From an optimization exercise on the open Yosys and OpenROAD flow, aimed at small area, a short achievable clock period and few clock cycles; shortcuts taken in it are not production practice.
RTL that was checked went through simulation tests only; none was proved equivalent to the original.
Power figures rest on the tool's default switching activity, not on a simulated workload.

build 32:
==> flow/design.v (excerpt) <==
module LMFE ( clk, reset, Din, in_en, busy, out_valid, Dout, mem_cen, mem_wen, mem_addr, mem_d, mem_q);
Size in the first run: ~1,700 cells after synthesis, ~49 I/O pins, roughly 22,000 um^2 of cells after synthesis.
Settings: LEC_CHECK=0, CAP_MARGIN=20, CORE_MARGIN=2, CORE_UTILIZATION=40, CTS_BUF_LIST=sky130_fd_sc_hd__clkbuf_16, CTS_CLUSTER_DIAMETER=60, CTS_CLUSTER_SIZE=30, PLACE_DENSITY=0.75, SETUP_SLACK_MARGIN=3.1, SLEW_MARGIN=20; clock period 6.0 ns.
standard.sh (not shown) runs the stock make flow with config.mk's settings and CLKGATE_MAP_FILE= SYNTH_SCRIPT=/design/flow/synth_recipe.tcl, a recipe that flattens the netlist after the stock synthesis.
==> flow/flow/run.sh <==
#!/bin/bash
# The standard layout (the standard.sh, unchanged synthesis script and
# settings from config.mk), except that Yosys does not extract full-adder
# cells: with ADDER_MAP_FILE empty, ORFS's synth.tcl skips extract_fa, so ABC
# maps the adder trees from plain gates (faster than sky130 fa_1 cells).
# Registers are unaffected.
set -euo pipefail
export ADDER_MAP_FILE=
bash standard.sh > standard.log 2>&1
Per the final summary, build 32 finished and its layout is clean on timing, DRC and antenna.
Testbench counts of build 32, summed over its fixed seeds: cycles 1,381,296.
For build 60, these inputs were changed with respect to build 32:
- changing SETUP_SLACK_MARGIN from 3.1 to 3.7
- removing PLACE_DENSITY (formerly 0.75)
## What came out
- No stage failed in build 60, and the final checks on the layout all came back clean.
- Higher fraction of final layout cells sized beyond drive strength 1 was reported by build 60, not build 32.
- The share of power burned in combinational logic was comparable across build 32 and build 60.
- On fraction of synthesized cell area in xor and xnor cells, build 32 and build 60 are neck and neck.
- Build 60 vs build 32: clock distribution power up by more than 10%
### build 60 -> build 10
- changing SETUP_SLACK_MARGIN from 3.7 to 3.4
- Cell count for build 10: 0.48% down relative to build 60
- Against build 60, count of filler cells inserted in the layout in build 10 rose slightly.
- Higher area added between synthesis and finish among build 10 and build 60: build 60
- Comparing build 60 against build 10, there is no change at all in multiplexer share of the synthesized area.
- Compared with build 60, in build 10 global-route usage did not really move, top achievable clock speed went down, leakage power went down.
> inputs changed (build 10 -> build 94)
- a change of SETUP_SLACK_MARGIN from 3.4 to 2.7
Findings:
On via count of the first global-routing pass: between build 94 and build 10, it ends up higher for build 10. Build 94 vs build 10, final cell utilization of the core went down by 2.1 points. Comparing build 10 against build 94, there is no change at all in number of cells traversed by the worst hold path. The run showing the smaller fraction of area in registers is build 10. Build 94 against build 10; post-layout instance count excluding filler cells is down by a few percent. The run showing the greater share of final-layout standard cells stronger than drive strength 1 is build 10. Highest ir drop seen on vdd (build 94 vs. build 10) increases by more than 10%. Between build 10 and build 94, power share of the sequential group increased. Final cell area: build 94 below build 10. The lower final worst-path setup slack came out of build 94.

* * *

== v6 ==
Another version of the RTL of LMFE (not shown whole).
Size: roughly 1700 cells after synthesis, about 720 flip-flops, roughly 49 I/O pins, ~21000 um2 of cells after synthesis.
export LEC_CHECK = 0
export CAP_MARGIN = 20
export CORE_MARGIN = 2
export CORE_UTILIZATION = 40
export CTS_BUF_LIST = sky130_fd_sc_hd__clkbuf_16
export CTS_CLUSTER_DIAMETER = 60
export CTS_CLUSTER_SIZE = 30
export SETUP_SLACK_MARGIN = 3.4
export SLEW_MARGIN = 20
create_clock -name core_clock -period 6.0 [get_ports {clk}]
==> flow/flow/run.sh <==
#!/bin/bash
# The standard layout (the standard.sh, unchanged synthesis script and
# settings from config.mk), with two changes to how cells are chosen:
# - ADDER_MAP_FILE is empty, so ORFS's synth.tcl skips extract_fa and ABC maps
#   the adder trees from plain gates (faster than sky130 fa_1 cells);
# - every input and output port still gets its own buffer, but a buf_4
#   instead of the clkdlybuf4s50_1 delay cell buffer_ports picks by default.
# Registers are unaffected.
set -euo pipefail
export ADDER_MAP_FILE=
export BUFFER_PORTS_ARGS="-buffer_cell sky130_fd_sc_hd__buf_4"
bash standard.sh > standard.log 2>&1
v6 finished all stages; the layout is clean.
Modified inputs, v7 compared to v6
Settings: changing SETUP_SLACK_MARGIN from 3.4 to 3.3.
==> flow/flow/run.sh <==
#!/bin/bash
# The standard layout (the standard.sh, unchanged synthesis script and
# settings from config.mk), except that Yosys does not extract full-adder
# cells: with ADDER_MAP_FILE empty, ORFS's synth.tcl skips extract_fa, so ABC
# maps the adder trees from plain gates (faster than sky130 fa_1 cells).
# Registers are unaffected.
set -euo pipefail
export ADDER_MAP_FILE=
bash standard.sh > standard.log 2>&1
Results
Going from v6 to v7, total wire length after detailed routing went down 1.4%, clock buffer instance count of the final layout higher, sequential power essentially unchanged. v7 | stages: all done | timing, DRC, antenna: all pass. From v6 to v7 the numbers moved as follows: post-route worst hold slack now sits lower, non-clock buffer count in the final layout now sits lower, clock network fraction of design power now sits higher. ~same number of placed cells counting well taps in v6 and v7. v7 reports a higher post-DP HPWL than v6 does.
No run of this note included a check of the RTL's function; only the layout flow was run.

* * *

north:
Another version of the RTL of LMFE (not shown whole).
For scale: about 1700 cells after synthesis, about 22000 sq um of cells after synthesis.
export LEC_CHECK = 0
export CAP_MARGIN = 20
export CORE_MARGIN = 2
export CORE_UTILIZATION = 40
export CTS_BUF_LIST = sky130_fd_sc_hd__clkbuf_16
export CTS_CLUSTER_DIAMETER = 90
export CTS_CLUSTER_SIZE = 30
export SETUP_SLACK_MARGIN = 3.4
export SLEW_MARGIN = 20
create_clock -name core_clock -period 6.0 [get_ports {clk}]
==> flow/flow/run.sh <==
#!/bin/bash
# The standard layout (the standard.sh, unchanged synthesis script and
# settings from config.mk), except that Yosys does not extract full-adder
# cells: with ADDER_MAP_FILE empty, ORFS's synth.tcl skips extract_fa, so ABC
# maps the adder trees from plain gates (faster than sky130 fa_1 cells).
# Registers are unaffected.
set -euo pipefail
export ADDER_MAP_FILE=
bash standard.sh > standard.log 2>&1
Testbench counts of north, summed over its fixed seeds: cycles 1,381,296.
Changes in south relative to north:
# north
export LEC_CHECK = 0
export CAP_MARGIN = 20
export CORE_MARGIN = 2
export CORE_UTILIZATION = 40
export CTS_BUF_LIST = sky130_fd_sc_hd__clkbuf_16
export CTS_CLUSTER_DIAMETER = 90
export CTS_CLUSTER_SIZE = 30
export SETUP_SLACK_MARGIN = 3.4
export SLEW_MARGIN = 20
create_clock -name core_clock -period 6.0 [get_ports {clk}]
# south
export LEC_CHECK = 0
export CAP_MARGIN = 20
export CORE_MARGIN = 2
export CORE_UTILIZATION = 30
export CTS_BUF_LIST = sky130_fd_sc_hd__clkbuf_16
export CTS_CLUSTER_DIAMETER = 60
export CTS_CLUSTER_SIZE = 30
export SETUP_SLACK_MARGIN = 3.3
export SLEW_MARGIN = 20
create_clock -name core_clock -period 6.0 [get_ports {clk}]
## What came out
- Run comparison: north worst setup path startpoint pr0[12]; south worst setup path startpoint F0[50]
- Changes observed in south relative to north: clock skew after layout dropped 15 ps; transition time at the pin with the least slew margin climbed 41 ps; core area climbed 18000 sq um; met3 wire length climbed 21%; routed length on met2 dropped 7.5%.
- south against north: effective utilization at floorplan saw a decrease; routed wire length saw a decrease; post-layout worst setup margin dropped 40 ps.
--- input diff south..east ---
# south
export LEC_CHECK = 0
export CAP_MARGIN = 20
export CORE_MARGIN = 2
export CORE_UTILIZATION = 30
export CTS_BUF_LIST = sky130_fd_sc_hd__clkbuf_16
export CTS_CLUSTER_DIAMETER = 60
export CTS_CLUSTER_SIZE = 30
export SETUP_SLACK_MARGIN = 3.3
export SLEW_MARGIN = 20
create_clock -name core_clock -period 6.0 [get_ports {clk}]
# east
export LEC_CHECK = 0
export CAP_MARGIN = 20
export CORE_MARGIN = 2
export CORE_UTILIZATION = 40
export CTS_BUF_LIST = sky130_fd_sc_hd__clkbuf_16
export CTS_CLUSTER_DIAMETER = 60
export CTS_CLUSTER_SIZE = 30
export SETUP_SLACK_MARGIN = 2.9
export SLEW_MARGIN = 20
create_clock -name core_clock -period 6.0 [get_ports {clk}]
Findings:
- Compared to south, east has power per unit of standard cell area 23 nW/um^2 higher.
- On east: combined global-route utilization of all metal layers is 3.0 points higher than what south gave.
- [east] area growth from synthesis to final layout fell 3.6 points relative to south
- Diff south..east | DRC violations left | unchanged
- east: initial standard-cell utilization of the core higher than south
- Final layout net count went down slightly going from south to east.
- Taking south as the reference, in east worst setup slack dropped 230 ps, worst hold slack down 4.9 ps.

* * *

LMFE, a different RTL version from the one above (not shown whole).
For scale: about 49 I/O pins, about 22000 sq um of cells after synthesis.
make LEC_CHECK=0 CAP_MARGIN=20 CORE_MARGIN=2 CORE_UTILIZATION=40 SETUP_SLACK_MARGIN=3.5 SLEW_MARGIN=20 finish   # period 6.0 ns
run.sh (not shown) runs the stock make flow with config.mk's settings and CLKGATE_MAP_FILE= SYNTH_SCRIPT=/design/flow/synth_recipe.tcl, a recipe that flattens the netlist after the stock synthesis.
Stock flow here: none of the scripts above is used.
The starting point completed with no timing, DRC or antenna violations.
==> next run, changes <==
Settings changed: SETUP_SLACK_MARGIN 3.5 to 3.0.
Effect: The new run passed the timing, design-rule and antenna checks; non-clock buffer count went down by 14; setup slack gains 0.027 ns; die area does not change; total power went down by 2.4%; fmax went up by 0.85%; register-to-register slack gains 0.03 ns; global-route usage went up by 0.37 points.
No run of this note included a check of the RTL's function; only the layout flow was run.

* * *

== exp/umber ==
RTL: one of the versions met above, not the one the previous note started from.
Size: roughly 49 I/O pins.
export LEC_CHECK = 0
export CAP_MARGIN = 20
export CORE_MARGIN = 2
export CORE_UTILIZATION = 40
export CTS_BUF_LIST = sky130_fd_sc_hd__clkbuf_16
export CTS_CLUSTER_DIAMETER = 60
export CTS_CLUSTER_SIZE = 30
export SETUP_SLACK_MARGIN = 3.3
export SLEW_MARGIN = 20
create_clock -name core_clock -period 6.0 [get_ports {clk}]
standard.sh (not shown) runs the stock make flow with config.mk's settings and CLKGATE_MAP_FILE= SYNTH_SCRIPT=/design/flow/synth_recipe.tcl, a recipe that flattens the netlist after the stock synthesis.
==> flow/flow/run.sh <==
#!/bin/bash
# The standard layout (the standard.sh, unchanged synthesis script and
# settings from config.mk), with two changes to how cells are chosen:
# - ADDER_MAP_FILE is empty, so ORFS's synth.tcl skips extract_fa and ABC maps
#   the adder trees from plain gates (faster than sky130 fa_1 cells);
# - every input and output port still gets its own buffer, but a buf_4
#   instead of the clkdlybuf4s50_1 delay cell buffer_ports picks by default.
# Registers are unaffected.
set -euo pipefail
export ADDER_MAP_FILE=
export BUFFER_PORTS_ARGS="-buffer_cell sky130_fd_sc_hd__buf_4"
bash standard.sh > standard.log 2>&1
Testbench counts of exp/umber, summed over its fixed seeds: cycles 1,381,296.
Setup changes, exp/umber to exp/willow
# exp/umber
export LEC_CHECK = 0
export CAP_MARGIN = 20
export CORE_MARGIN = 2
export CORE_UTILIZATION = 40
export CTS_BUF_LIST = sky130_fd_sc_hd__clkbuf_16
export CTS_CLUSTER_DIAMETER = 60
export CTS_CLUSTER_SIZE = 30
export SETUP_SLACK_MARGIN = 3.3
export SLEW_MARGIN = 20
create_clock -name core_clock -period 6.0 [get_ports {clk}]
# exp/willow
export LEC_CHECK = 0
export CAP_MARGIN = 20
export CORE_MARGIN = 2
export CORE_UTILIZATION = 40
export CTS_BUF_LIST = sky130_fd_sc_hd__clkbuf_16
export CTS_CLUSTER_DIAMETER = 90
export CTS_CLUSTER_SIZE = 30
export SETUP_SLACK_MARGIN = 3.3
export SLEW_MARGIN = 20
create_clock -name core_clock -period 6.0 [get_ports {clk}]
==> flow/flow/run.sh <==
#!/bin/bash
# The standard layout (the standard.sh, unchanged synthesis script and
# settings from config.mk), except that Yosys does not extract full-adder
# cells: with ADDER_MAP_FILE empty, ORFS's synth.tcl skips extract_fa, so ABC
# maps the adder trees from plain gates (faster than sky130 fa_1 cells).
# Registers are unaffected.
set -euo pipefail
export ADDER_MAP_FILE=
bash standard.sh > standard.log 2>&1
--- outcome ---
[exp/willow] fraction of power spent switching nets fell 0.94 points relative to exp/umber
Min clock network power share across exp/willow and exp/umber: exp/willow
Delta(buffer count from post-CTS setup fixing, exp/willow - exp/umber) < 0
Changes in exp/onyx relative to exp/willow:
# exp/willow
export LEC_CHECK = 0
export CAP_MARGIN = 20
export CORE_MARGIN = 2
export CORE_UTILIZATION = 40
export CTS_BUF_LIST = sky130_fd_sc_hd__clkbuf_16
export CTS_CLUSTER_DIAMETER = 90
export CTS_CLUSTER_SIZE = 30
export SETUP_SLACK_MARGIN = 3.3
export SLEW_MARGIN = 20
create_clock -name core_clock -period 6.0 [get_ports {clk}]
# exp/onyx
export LEC_CHECK = 0
export CAP_MARGIN = 20
export CORE_MARGIN = 2
export CORE_UTILIZATION = 40
export CTS_BUF_LIST = sky130_fd_sc_hd__clkbuf_16
export CTS_CLUSTER_DIAMETER = 60
export CTS_CLUSTER_SIZE = 30
export SETUP_SLACK_MARGIN = 3.1
export SLEW_MARGIN = 20
create_clock -name core_clock -period 6.0 [get_ports {clk}]
Notes after the runs:
- From exp/onyx to exp/willow, total of endpoints with negative setup slack in the final report did not move at all.
- Wire length of the first global-routing pass ended up 370 µm higher on exp/onyx than on exp/willow.
- Lower global-route usage goes to exp/willow over exp/onyx.
- Of the two values seen for launch point of the critical path, F0[6] was produced by exp/willow and k[1] by exp/onyx.
- The run with more setup slack is exp/willow; exp/onyx has less.
- Number of buffers inserted during clock tree synthesis on exp/onyx is up relative to exp/willow.
- Delta(clock skew, exp/onyx - exp/willow) < 0
- Fmax | exp/onyx vs exp/willow | exp/onyx slower
- exp/willow reports its cell at the slowest stage of the critical path as sky130_fd_sc_hd__xor3_1 while exp/onyx reports sky130_fd_sc_hd__dfrtp_4.

* * *

LMFE again, from the RTL that the note above started with.
export LEC_CHECK = 0
export CAP_MARGIN = 20
export CORE_MARGIN = 2
export CORE_UTILIZATION = 40
export CTS_BUF_LIST = sky130_fd_sc_hd__clkbuf_16
export CTS_CLUSTER_DIAMETER = 60
export CTS_CLUSTER_SIZE = 30
export SETUP_SLACK_MARGIN = 3.45
export SLEW_MARGIN = 20
create_clock -name core_clock -period 6.0 [get_ports {clk}]
==> flow/flow/run.sh <==
#!/bin/bash
# The standard layout (the standard.sh, unchanged synthesis script and
# settings from config.mk), with two changes to how cells are chosen:
# - ADDER_MAP_FILE is empty, so ORFS's synth.tcl skips extract_fa and ABC maps
#   the adder trees from plain gates (faster than sky130 fa_1 cells);
# - every input and output port still gets its own buffer, but a buf_4
#   instead of the clkdlybuf4s50_1 delay cell buffer_ports picks by default.
# Registers are unaffected.
set -euo pipefail
export ADDER_MAP_FILE=
export BUFFER_PORTS_ARGS="-buffer_cell sky130_fd_sc_hd__buf_4"
bash standard.sh > standard.log 2>&1
Testbench counts at the start, summed over its fixed seeds: cycles 1,381,296.
==> next run, changes <==
==> flow/flow/run.sh (replaced) <==
#!/bin/bash
# The standard layout (the standard.sh, unchanged synthesis script and
# settings from config.mk), except that Yosys does not extract full-adder
# cells: with ADDER_MAP_FILE empty, ORFS's synth.tcl skips extract_fa, so ABC
# maps the adder trees from plain gates (faster than sky130 fa_1 cells).
# Registers are unaffected.
set -euo pipefail
export ADDER_MAP_FILE=
bash standard.sh > standard.log 2>&1
CORE_UTILIZATION = 55   (was 40)
SETUP_SLACK_MARGIN = 3.3   (was 3.45)
The changed run completed without violations.
Area after synthesis is unchanged.
Critical path depth went down by 5.
Final cell count drops by 7.2%.
Sequential share of layout area rose by 0.63 points.
Worst setup slack degrades by 0.031 ns.
Non-clock buffer count went down by 4.
==> next run, changes <==
CORE_UTILIZATION = 40   (was 55)
CTS_CLUSTER_DIAMETER = 120   (was 60)
Effect: Global-route usage goes down by 5.2 points. Non-clock buffer count falls by 7. Via count is about the same. Final cell count rose by 5.9%.
==> next run, changes <==
CTS_CLUSTER_DIAMETER = 60   (was 120)
Outcome:
- The new run finished clean
- worst setup slack gets better by 0.045 ns
- total power climbs by 11%
- cell area went up by 1.5%
- die area does not change
- combinational power decreases by 2.5%
- first-iteration DRC count decreases by 10%
- sequential power hardly moves
- count of clock-buffer cells in the layout is higher by 15
- cell count increases by 0.86%
- routed wire length went up by 0.33%
==> next run, changes <==
==> flow/flow/run.sh (replaced) <==
#!/bin/bash
# The standard layout (the standard.sh, unchanged synthesis script and
# settings from config.mk), with two changes to how cells are chosen:
# - ADDER_MAP_FILE is empty, so ORFS's synth.tcl skips extract_fa and ABC maps
#   the adder trees from plain gates (faster than sky130 fa_1 cells);
# - every input and output port still gets its own buffer, but a buf_4
#   instead of the clkdlybuf4s50_1 delay cell buffer_ports picks by default.
# Registers are unaffected.
set -euo pipefail
export ADDER_MAP_FILE=
export BUFFER_PORTS_ARGS="-buffer_cell sky130_fd_sc_hd__buf_4"
bash standard.sh > standard.log 2>&1
SETUP_SLACK_MARGIN = 3.6   (was 3.3)
After rerunning:
- count of clock-buffer cells in the layout fell by 2
- non-clock buffer count rose by 42
- final area rose by 4.2%
- total power rose by about 0.7%
- setup slack loses 0.0069 ns
- area after synthesis stays the same
- fmax stays flat
- die area stays the same

## re-timing with driven ports
The results above use ideal ports. As a check the final layouts listed here were re-extracted and re-timed, cells and wires unchanged.
Step 1: set_driving_cell puts a clkbuf_16 on clk and a buf_2 on each other input, an assumption about the parent block.
Step 2 adds t to the input delays and takes it off the output delays; t is the mean of the earliest and latest rising clock arrival at the registers after step 1. Input paths then give back, and output paths get back, about the clock's delay inside the block.
a / b / c = ideal / step 1 / step 2; a / b = the first two.
| run | t, ns | slack for setup (ns) | worst register clock-pin slew, ns |
|---|---|---|---|
| build 32 | 0.638 | 2.984 / 2.984 / 2.858 | 0.11 / 0.11 |
| build 60 | 0.633 | 3.040 / 3.040 / 3.040 | 0.10 / 0.10 |
| build 10 | 0.635 | 2.996 / 2.996 / 2.877 | 0.11 / 0.11 |
| build 94 | 0.637 | 2.845 / 2.845 / 2.611 | 0.11 / 0.11 |
| v6 | 0.630 | 3.162 / 3.162 / 3.104 | 0.10 / 0.10 |
| v7 | 0.627 | 3.123 / 3.123 / 3.123 | 0.11 / 0.11 |
| north | 0.667 | 3.356 / 3.356 / 2.874 | 0.12 / 0.12 |
| south | 0.635 | 3.315 / 3.285 / 2.818 | 0.11 / 0.11 |
| east | 0.636 | 3.089 / 3.052 / 2.703 | 0.11 / 0.11 |
| the first run of note 4 | 0.647 | 2.799 / 2.799 / 2.799 | 0.07 / 0.07 |
| the second run of note 4 | 0.649 | 2.826 / 2.826 / 2.555 | 0.07 / 0.07 |
| exp/umber | 0.650 | 3.294 / 3.294 / 3.054 | 0.11 / 0.11 |
| exp/willow | 0.665 | 3.354 / 3.322 / 2.771 | 0.12 / 0.12 |
| exp/onyx | 0.635 | 3.221 / 3.221 / 2.733 | 0.11 / 0.11 |
| the first run of note 6 | 0.639 | 3.355 / 3.355 / 3.086 | 0.11 / 0.11 |
| the second run of note 6 | 0.633 | 3.324 / 3.291 / 2.755 | 0.10 / 0.10 |
| the third run of note 6 | 0.656 | 3.317 / 3.317 / 2.789 | 0.12 / 0.12 |
| the fourth run of note 6 | 0.635 | 3.362 / 3.304 / 2.877 | 0.11 / 0.11 |
| the fifth run of note 6 | 0.641 | 3.355 / 3.355 / 3.107 | 0.11 / 0.11 |
After both steps every run listed still meets setup and hold. The setup slack of exp/willow, which loses most, moves by -0.032 ns with the drivers and by -0.583 ns with both steps.
